From an optimization exercise on the open Yosys and OpenROAD flow, aimed at small area and a short achievable clock period; shortcuts taken in it are not production practice. Function was checked by simulation only, so behaviour that the tests miss may differ from the original.

## flow/design.v (module list and top-level ports; edited modules follow where they fit)
// module abs_comparator: 34 lines
// module barrel_shifter: 57 lines
// module normalizer: 47 lines
// module ds_sel: 52 lines
// module fp_addmul: 165 lines
// module ds_stage: 49 lines
// module ds_front: 72 lines
// module ds_back: 37 lines
// module rca: 18 lines
// module mul24: 3363 lines
// module fpall_top: 77 lines
module fpall_top(
    input  logic        clk,
    input  logic [1:0]  opcode,  
    input  logic        fmt,     
    input  logic [31:0] X,
    input  logic [31:0] Y,
    output logic [31:0] R
);
  // ...
==> flow/run.sh <==
#!/bin/bash
# synth_recipe.tcl (not shown) runs the flow's synth.tcl, then flattens the netlist and writes it again
# the make line also repeats each setting of config.mk as NAME=value (left out here)
make -C /OpenROAD-flow-scripts/flow DESIGN_CONFIG=/design/flow/config.mk WORK_HOME=/design/flow/orfs CLKGATE_MAP_FILE= SYNTH_SCRIPT=/design/flow/synth_recipe.tcl finish
==> flow/config.mk <==
export PLATFORM = sky130hd
export DESIGN_NAME = fpall_top
export DESIGN_NICKNAME = fpall_top
export VERILOG_FILES = /design/flow/design.v
export SDC_FILE = /design/flow/constraint.sdc
export NUM_CORES = 4
export LEC_CHECK = 0
export ABC_AREA = 1
export CAP_MARGIN = 20
export CELL_PAD_IN_SITES_DETAIL_PLACEMENT = 1
export CELL_PAD_IN_SITES_GLOBAL_PLACEMENT = 1
export CORE_MARGIN = 2
export CORE_UTILIZATION = 40
export SETUP_SLACK_MARGIN = 3
export SLEW_MARGIN = 20
==> flow/constraint.sdc <==
create_clock -name core_clock -period 120.0 [get_ports {clk}]
set_input_delay 24.0000 -clock core_clock [delete_from_list [all_inputs] [get_ports {clk}]]
set_output_delay 24.0000 -clock core_clock [all_outputs]
set_load 0.01 [all_outputs]
==> impl_metrics.csv, run 1 <==
group,metric,value,unit
run_status,status,"no timing/DRC/antenna violations",
yosys,synth_top_family_by_area,"adder cells",
final_layout,biggestCellCategory,"multi-input combinational cells",
final_layout,sh_seq_area,0.0750,
drt,vias_per_cell,5.57,
yosys,netlist_instances,9514,
sta,maxSlewViolCount,0,
sta,totalNegativeSetupSlack,0,ns
final_layout,final_cell_mix,"nand2_1 (2340), inv_1 (1696), o21ai_0 (1287)",
yosys,synth_top_cell_area_share,0.271,
final_layout,multi_input_gates,7036,
clock_tree,clock_path_buffers,3,
critical_path,crit_path_max_incr_delay,0.79,ns
yosys,synth_area_leaders,"fa_1 (27%), nand2_1 (14%), o21ai_0 (10%), inv_1 (9.9%), dfxtp_1 (8.0%)",
yosys,avgSynthCellArea,6.75,sq um
final_layout,multi_input_area_share,0.736,
drt,wl,286000,microns
floorplan,die_w,405,microns
sta,worst_pin_slew,1.08,ns
drt,wl_met1,122000,microns
critical_path,startpoint,"X_q[21]",
global_routing,first_global_vias,66200,
yosys,synth-xor-area-share,0.0235,
final_layout,seq_cells,255,
drt,dr.pass1.iters,5,
global_routing,use_met3,0.0442,
final_layout,n_all_buffers,266,
drt,drt_iter0_drc,5403,
hold_path,whs_path_depth,0,
sta,finalHoldViolCount,0,
drt,top_layer_used,"met5",
place,detailedPlace.worstSlack,76.27,ns
critical_path,worst-path-stages,220,
job,maxCapViolCount,0,
place,placed_area,67000,sq um
yosys,synth-edff-count,0,
floorplan,die-area,164000,sq um
yosys,synth_mux_area_frac,0.00723,
final_layout,final_util,0.426,
==> module fpall_top, before the edit <==
module fpall_top(
    input  logic        clk,
    input  logic [1:0]  opcode,  
    input  logic        fmt,     
    input  logic [31:0] X,
    input  logic [31:0] Y,
    output logic [31:0] R
);
    localparam int K = 12;         
    localparam int QB = 2 * K;     
    logic [1:0]  opcode_q;
    logic        fmt_q;
    logic [31:0] X_q, Y_q;
    always_ff @(posedge clk) begin
        opcode_q <= opcode;
        fmt_q    <= fmt;
        X_q      <= X;
        Y_q      <= Y;
    end
    logic [30:0] am_base_d;
    logic        am_rlo_d, am_rhi_d, am_sgn_d, am_fix15_d, am_sgn15_d;
    fp_addmul u_am (
        .opcode(opcode_q), .fmt(fmt_q), .X(X_q), .Y(Y_q),
        .base(am_base_d), .rlo(am_rlo_d), .rhi(am_rhi_d), .sgn(am_sgn_d),
        .fix15(am_fix15_d), .sgn15(am_sgn15_d)
    );
    logic [29:0] ds_ps_d, ds_pc_d;
    logic [27:0] ds_q_d, ds_qm_d;
    logic [7:0]  ds_e_d;
    logic        ds_sgn_d;
    ds_front #(.K(K)) u_dsf (
        .sq(~opcode_q[0]), .X(X_q), .Y(Y_q),
        .Ps(ds_ps_d), .Pc(ds_pc_d), .Q(ds_q_d), .QM(ds_qm_d),
        .ebase(ds_e_d), .sgn(ds_sgn_d)
    );
    logic [1:0]    op2;
    logic [30:0]   am_base;
    logic          am_rlo, am_rhi, am_sgn, am_fix15, am_sgn15;
    logic [29:0]   ds_ps, ds_pc;
    logic [QB-1:0] ds_q, ds_qm;
    logic [22:0]   ds_fy;
    logic [7:0]    ds_e;
    logic          ds_sgn;
    always_ff @(posedge clk) begin
        op2      <= opcode_q;
        am_base  <= am_base_d;
        am_rlo   <= am_rlo_d;
        am_rhi   <= am_rhi_d;
        am_sgn   <= am_sgn_d;
        am_fix15 <= am_fix15_d;
        am_sgn15 <= am_sgn15_d;
        ds_ps    <= ds_ps_d;
        ds_pc    <= ds_pc_d;
        ds_q     <= ds_q_d[27:28-QB];
        ds_qm    <= ds_qm_d[27:28-QB];
        ds_fy    <= Y_q[22:0];
        ds_e     <= ds_e_d;
        ds_sgn   <= ds_sgn_d;
    end
    logic [30:0] ds_base;
    logic        ds_rnd;
    ds_back #(.K(K)) u_dsb (
        .sq(~op2[0]), .fy(ds_fy), .Ps(ds_ps), .Pc(ds_pc),
        .Q({ds_q, {(28-QB){1'b0}}}), .QM({ds_qm, {(28-QB){1'b0}}}),
        .ebase(ds_e), .base(ds_base), .rnd(ds_rnd)
    );
    logic [30:0] base;
    logic        rlo, rhi, sgn, fix15;
    assign base  = op2[1] ? ds_base : am_base;
    assign rlo   = op2[1] ? ds_rnd : am_rlo;
    assign rhi   = ~op2[1] & am_rhi;
    assign sgn   = op2[1] ? ds_sgn : am_sgn;
    assign fix15 = ~op2[1] & am_fix15;
    logic [30:0] ra;
    assign ra = base + {14'd0, rhi, 15'd0, rlo};
    assign R = {sgn, ra[30:16], fix15 ? am_sgn15 : ra[15], ra[14:0]};
endmodule
==> run 2: changes to the inputs <==
--- a/flow/design.v
+++ b/flow/design.v
@@ -437,8 +437,42 @@
     assign QM_o = (pos ? hiQ  : hiQM) | (28'(dqm) << SH);
 endmodule
-module ds_front #(parameter int K = 12) (
+module ds_head #(parameter int K = 3) (
+    input  logic [22:0] fx,
+    input  logic [22:0] fy,
+    output logic [29:0] Ps,
+    output logic [29:0] Pc,
+    output logic [27:0] Q,
+    output logic [27:0] QM
+);
+    logic [29:0] ps [0:K];
+    logic [29:0] pc [0:K];
+    logic [27:0] q  [0:K];
+    logic [27:0] qm [0:K];
+    assign ps[0] = {3'b000, 1'b1, fx, 3'b000};
+    assign pc[0] = 30'd0;
+    assign q[0]  = 28'd0;
+    assign qm[0] = 28'd0;
+    genvar t;
+    generate
+        for (t = 1; t <= K; t++) begin : g_st
+            ds_stage #(.T(t), .SQ(1'b0)) u_st (
+                .sq(1'b0), .fy(fy), .Ps(ps[t-1]), .Pc(pc[t-1]), .Q(q[t-1]), .QM(qm[t-1]),
+                .Ps_o(ps[t]), .Pc_o(pc[t]), .Q_o(q[t]), .QM_o(qm[t])
+            );
+        end
+    endgenerate
+    assign Ps = ps[K];
+    assign Pc = pc[K];
+    assign Q  = q[K];
+    assign QM = qm[K];
+endmodule
+module ds_mid #(parameter int T0 = 3, parameter int T1 = 12) (
     input  logic        sq,
     input  logic [31:0] X,
     input  logic [31:0] Y,
+    input  logic [29:0] Ps_i,
+    input  logic [29:0] Pc_i,
+    input  logic [27:0] Q_i,
+    input  logic [27:0] QM_i,
     output logic [29:0] Ps,
     output logic [29:0] Pc,
@@ -451,6 +485,9 @@
     assign fx = X[22:0];
     assign fy = Y[22:0];
-    assign ebase = sq ? ({1'b0, X[30:24]} + 8'd63 + {7'd0, X[23]})
-                      : (X[30:23] - Y[30:23] + 8'd126);
+    logic [7:0] e_sq, e_dv, e_df;
+    rca #(8) u_esq (.a({1'b0, X[30:24]}), .b(8'd63), .cin(X[23]), .s(e_sq), .cout());
+    rca #(8) u_edf (.a(X[30:23]), .b(~Y[30:23]), .cin(1'b1), .s(e_df), .cout());
+    rca #(8) u_edv (.a(e_df), .b(8'd126), .cin(1'b0), .s(e_dv), .cout());
+    assign ebase = sq ? e_sq : e_dv;
     assign sgn = sq ? X[31] : (X[31] ^ Y[31]);
     logic [4:0] k;
@@ -469,20 +506,31 @@
         endcase
     end
-    logic [9:0] k2;
-    assign k2 = k * k;
+    logic [5:0] nk2;
+    always_comb begin
+        case (k)
+            5'd9:  nk2 = 6'd47;    
+            5'd10: nk2 = 6'd28;    
+            5'd11: nk2 = 6'd7;     
+            5'd12: nk2 = 6'd48;    
+            5'd13: nk2 = 6'd23;    
+            5'd14: nk2 = 6'd60;    
+            5'd15: nk2 = 6'd31;    
+            default: nk2 = 6'd0;   
+        endcase
+    end
     logic [29:0] sPs, sPc;
     assign sPs = X[23] ? {fx, 7'd0} : {fx[21:0], 8'd0};
-    assign sPc = 30'd0 - {k2[5:0], 24'd0};
-    logic [29:0] ps [0:14];
-    logic [29:0] pc [0:14];
-    logic [27:0] q  [0:14];
-    logic [27:0] qm [0:14];
-    assign ps[0] = {3'b000, 1'b1, fx, 3'b000};
-    assign pc[0] = 30'd0;
-    assign q[0]  = 28'd0;
-    assign qm[0] = 28'd0;
+    assign sPc = {nk2, 24'd0};
+    logic [29:0] ps [T0:T1];
+    logic [29:0] pc [T0:T1];
+    logic [27:0] q  [T0:T1];
+    logic [27:0] qm [T0:T1];
+    assign ps[T0] = Ps_i;
+    assign pc[T0] = Pc_i;
+    assign q[T0]  = Q_i;
+    assign qm[T0] = QM_i;
     genvar t;
     generate
-        for (t = 1; t <= K; t++) begin : g_st
+        for (t = T0 + 1; t <= T1; t++) begin : g_st
             logic [29:0] ips, ipc;
             logic [27:0] iq, iqm;
@@ -504,8 +552,8 @@
         end
     endgenerate
-    assign Ps = ps[K];
-    assign Pc = pc[K];
-    assign Q  = q[K];
-    assign QM = qm[K];
+    assign Ps = ps[T1];
+    assign Pc = pc[T1];
+    assign Q  = q[T1];
+    assign QM = qm[T1];
 endmodule
 module ds_back #(parameter int K = 12) (
@@ -3936,9 +3984,19 @@
     output logic [31:0] R
 );
-    localparam int K = 12;         
-    localparam int QB = 2 * K;     
+    localparam int K1 = 3;         
+    localparam int K2 = 13;        
+    localparam int QA = 2 * K1;    
+    localparam int QB = 2 * K2;    
+    logic [29:0] h_ps_d, h_pc_d;
+    logic [27:0] h_q_d, h_qm_d;
+    ds_head #(.K(K1)) u_dsh (
+        .fx(X[22:0]), .fy(Y[22:0]),
+        .Ps(h_ps_d), .Pc(h_pc_d), .Q(h_q_d), .QM(h_qm_d)
+    );
     logic [1:0]  opcode_q;
     logic        fmt_q;
     logic [31:0] X_q, Y_q;
+    logic [29:0]   h_ps, h_pc;
+    logic [QA-1:0] h_q, h_qm;
     always_ff @(posedge clk) begin
         opcode_q <= opcode;
@@ -3946,4 +4004,8 @@
         X_q      <= X;
         Y_q      <= Y;
+        h_ps     <= h_ps_d;
+        h_pc     <= h_pc_d;
+        h_q      <= h_q_d[27:28-QA];
+        h_qm     <= h_qm_d[27:28-QA];
     end
     logic [30:0] am_base_d;
@@ -3958,6 +4020,8 @@
     logic [7:0]  ds_e_d;
     logic        ds_sgn_d;
-    ds_front #(.K(K)) u_dsf (
+    ds_mid #(.T0(K1), .T1(K2)) u_dsm (
         .sq(~opcode_q[0]), .X(X_q), .Y(Y_q),
+        .Ps_i(h_ps), .Pc_i(h_pc),
+        .Q_i({h_q, {(28-QA){1'b0}}}), .QM_i({h_qm, {(28-QA){1'b0}}}),
         .Ps(ds_ps_d), .Pc(ds_pc_d), .Q(ds_q_d), .QM(ds_qm_d),
         .ebase(ds_e_d), .sgn(ds_sgn_d)
@@ -3989,5 +4053,5 @@
     logic [30:0] ds_base;
     logic        ds_rnd;
-    ds_back #(.K(K)) u_dsb (
+    ds_back #(.K(K2)) u_dsb (
         .sq(~op2[0]), .fy(ds_fy), .Ps(ds_ps), .Pc(ds_pc),
         .Q({ds_q, {(28-QB){1'b0}}}), .QM({ds_qm, {(28-QB){1'b0}}}),
==> impl_metrics.csv, run 2 <==
group,metric,value,unit
sta,fin_ws,80.08,ns
critical_path,path_class,"flip-flop to flip-flop",
yosys,yosys-top-cells-count,"nand2_1 (2238), inv_1 (1727), o21ai_0 (1290)",
critical_path,worst-path-stages,191,
floorplan,die_w,410,microns
sta,fmax,25.1,MHz
critical_path,cp_common_cell,"o21ai_0",
drt,wl,284000,microns
critical_path,worstPathRequired,120.50,ns
sta,totalNegativeSetupSlack,0,ns
yosys,synth-edff-count,0,
yosys,synth_flop_cell,"dfxtp_1",
final_layout,fill_cells,21100,
final_layout,area_delta_synth_final,5.91,%
yosys,synth-xor-area-share,0.0219,
global_routing,grt_antenna_before_repair,13,
floorplan,num_rows,148,
critical_path,critical_path.top_delay_family,"compound AO/OA/AOI/OAI gates",
clock_tree,postCtsResizedCells,0,
drt,drc,0,
critical_path,cp_slowest_cell,"fa_1",
clock_tree,cts_tree,"built",
yosys,synth_top_family_by_area,"adder cells",
floorplan,pin_count,100,
floorplan,die-area,168000,sq um
yosys,ys_warn_count,47,
global_routing,grt_pass1_wl,426000,microns
floorplan,coreArea,163000,sq um
place,portBuffers,99,
yosys,async_flop_share,0,
yosys,synth_mux_area_frac,0.00550,
job,maxCapViolCount,0,
sta,worst_pin_slew,1.07,ns
yosys,yosysMostFrequentCell,"nand2_1",
place,dp_hpwl,229000,microns
final_layout,layout_commonest_cell,"nand2_1",
critical_path,crit_buf_inv,36,
yosys,synth_top_area_cell,"fa_1",
yosys,syn-num-nets,10800,
clock_tree,clkSinkCount,305,
final_layout,drive_gt1_frac,0.0717,
critical_path,end_kind,"flip-flop",
run_status,status,"no timing/DRC/antenna violations",
clock_tree,cts.clk_slew.worst_paths,0.06,ns
drt,routedWlPerCell,24.5,microns
sta,period_needed,39.92,ns
hold_path,hp-class,"flip-flop to flip-flop",
sta,relSlewSlack,0.267,
clock_tree,cts_buffers,42,
global_routing,grt_max_degree,91,
yosys,netlist_area,65800,sq um
floorplan,die_h,410,microns
clock_tree,cts_hold_buf,0,
drt,drt_iter0_drc,4944,
drt,ant_nets,0,
sta,fin_worst_skew,0.0340,ns
yosys,synth-seq-cells,305,
yosys,synthSimpleGateAreaFrac,0.246,
place,detailedPlace.worstSlack,80.70,ns
yosys,synth_top_cell_area_share,0.265,
critical_path,worstPathArrival,40.41,ns
sta,maxSlewViolCount,0,
final_layout,final_cell_mix,"nand2_1 (2236), inv_1 (1726), o21ai_0 (1289)",
clock_tree,post_cts_buffers,0,
hold_path,whs_path_depth,0,
clock_tree,cts_root_buf,"clkbuf_16",
clock_tree,h-tree-depth,2,
clock_tree,clock_path_buffers,3,
floorplan,initial_core_util,0.403,
yosys,synth_area_leaders,"fa_1 (27%), nand2_1 (13%), inv_1 (9.9%), o21ai_0 (9.8%), dfxtp_1 (9.3%)",
final_layout,nets,10600,
sta,min_period_over_period,0.333,
place,gp_congestion,0.973,
final_layout,reg_top3,"X_q: 32 flops, Y_q: 32 flops, am_base: 31 flops",
clock_tree,clkLatencyLatePin,0.64,ns
global_routing,grt_overflow_total,0,
yosys,synth_fa_ha_area_frac,0.330,
critical_path,ff2ff_path_depth,191,
yosys,synth_cell_types,90,
critical_path,worstPathMaxFanout,52,
drt,via_count,63700,
critical_path,crit_path_max_incr_delay,0.60,ns
global_routing,first_global_vias,66100,
yosys,avgSynthCellArea,6.93,sq um
global_routing,gr-usage-all-layers,0.335,
sta,finalHoldViolCount,0,
drt,dr.pass1.iters,5,
yosys,synth_compound_area_frac,0.159,
drt,vias_per_cell,5.51,
critical_path,cp-start-kind,"flip-flop",
yosys,seq_area_frac_synth,0.0928,
yosys,netlist_instances,9488,
sta,grt_setup_unrepaired,"no",
sta,finalSetupViolations,0,
## run 2: cell types whose count changed in the layout (fill, tap and decap cells not counted), moves of 24 or more
| cell | delta |
|---|---|
| o21ai_1 | +31 |
| nand2_4 | +33 |
| nand2_2 | +40 |
| nor2_1 | -51 |
| or2_2 | -24 |
| inv_1 | +30 |
| nand2_1 | -104 |
| dfxtp_1 | +49 |
## run 2: worst register-to-register path: cells and delay by family (launching register included)
kind	cells	cell delay, ns
AO/OA/AOI/OAI	52	10.92
adder cells (fa/ha/maj)	25	10.02
flip-flops	1	0.32
AND/OR/NAND/NOR	68	9.77
buffers and inverters	36	6.09
XOR/XNOR	10	2.70
## run 2: routing by layer
metal | routed length, microns | share of wire | GRT usage
met1 | 128000 | 0.45 | 0.468
met2 | 126000 | 0.45 | 0.533
met3 | 19300 | 0.068 | 0.0502
met4 | 10100 | 0.036 | 0.105
met5 | 12 | 0.000042 | 0
## run 2: cell families after synthesis
logic type / count (synthesis)
and+or+nand+nor: 3608
buffers and inverters: 2238
AOI/OAI and AO/OA: 1923
adders and majority gates: 1214
DFF: 305
xor gates and xnor gates: 164
muxes: 36
## run 2: final cells by class
type	instances	area, sq um	share of cell area
multi-input cells	6945	50200	0.721
inverters	1812	6930	0.0995
flip-flops and latches	305	6120	0.0878
well taps	2175	2720	0.0391
repair buffers	244	2090	0.0300
clock buffers	55	1170	0.0168
clock inverters	23	385	0.00553
diodes	8	20.0	0.000287
## run 2: final timing paths
path	from	end	slack (ns)
worst max-delay path	X_q[23]	ds_ps[16]	80.08
worst min-delay path	opcode_q[1]	op2[1]	0.33
worst max register to register	X_q[23]	ds_ps[16]	80.08
worst min register to register	opcode_q[1]	op2[1]	0.33
## run 2: stage by stage
| stage | hold slack (ns) | util | instances | area (sq um) |
|---|---|---|---|---|
| after floorplan | 0.310 | - | 9488 | 65800 |
| after global placement | 0.316 | 0.417 | 11500 | 68100 |
| after detailed placement | 0.320 | 0.417 | 11500 | 68100 |
| after CTS | 0.330 | 0.427 | 11600 | 69700 |
| after global routing | 0.343 | 0.427 | 11600 | 69700 |
| final | 0.329 | 0.427 | 11600 | 69700 |

re-timing with driven ports:
Ports are ideal in the flow. The routed layouts listed here were re-timed in OpenROAD.
Step 1 assumes that a clkbuf_16 drives the clock port and a buf_2 every other input.
Step 2 moves the port delays by t, midway between the first and last clock arrival at a register: inputs arrive t later, outputs are due t later. That takes back most of the time a late clock gives input paths.
Slacks: ideal / step 1 / step 2; pairs: ideal / step 1.
run	shift t [ns]	slack for setup (ns)	hold WS [ns]	clock arrival spread, ns	worst register clock-pin slew, ns
run 1	0.683	75.775 / 75.775 / 75.775	0.333 / 0.333 / 0.333	0.018 / 0.017	0.07 / 0.07
run 2	0.711	80.084 / 80.084 / 80.084	0.329 / 0.329 / 0.329	0.050 / 0.050	0.08 / 0.08
After both steps every run listed still meets setup and hold.
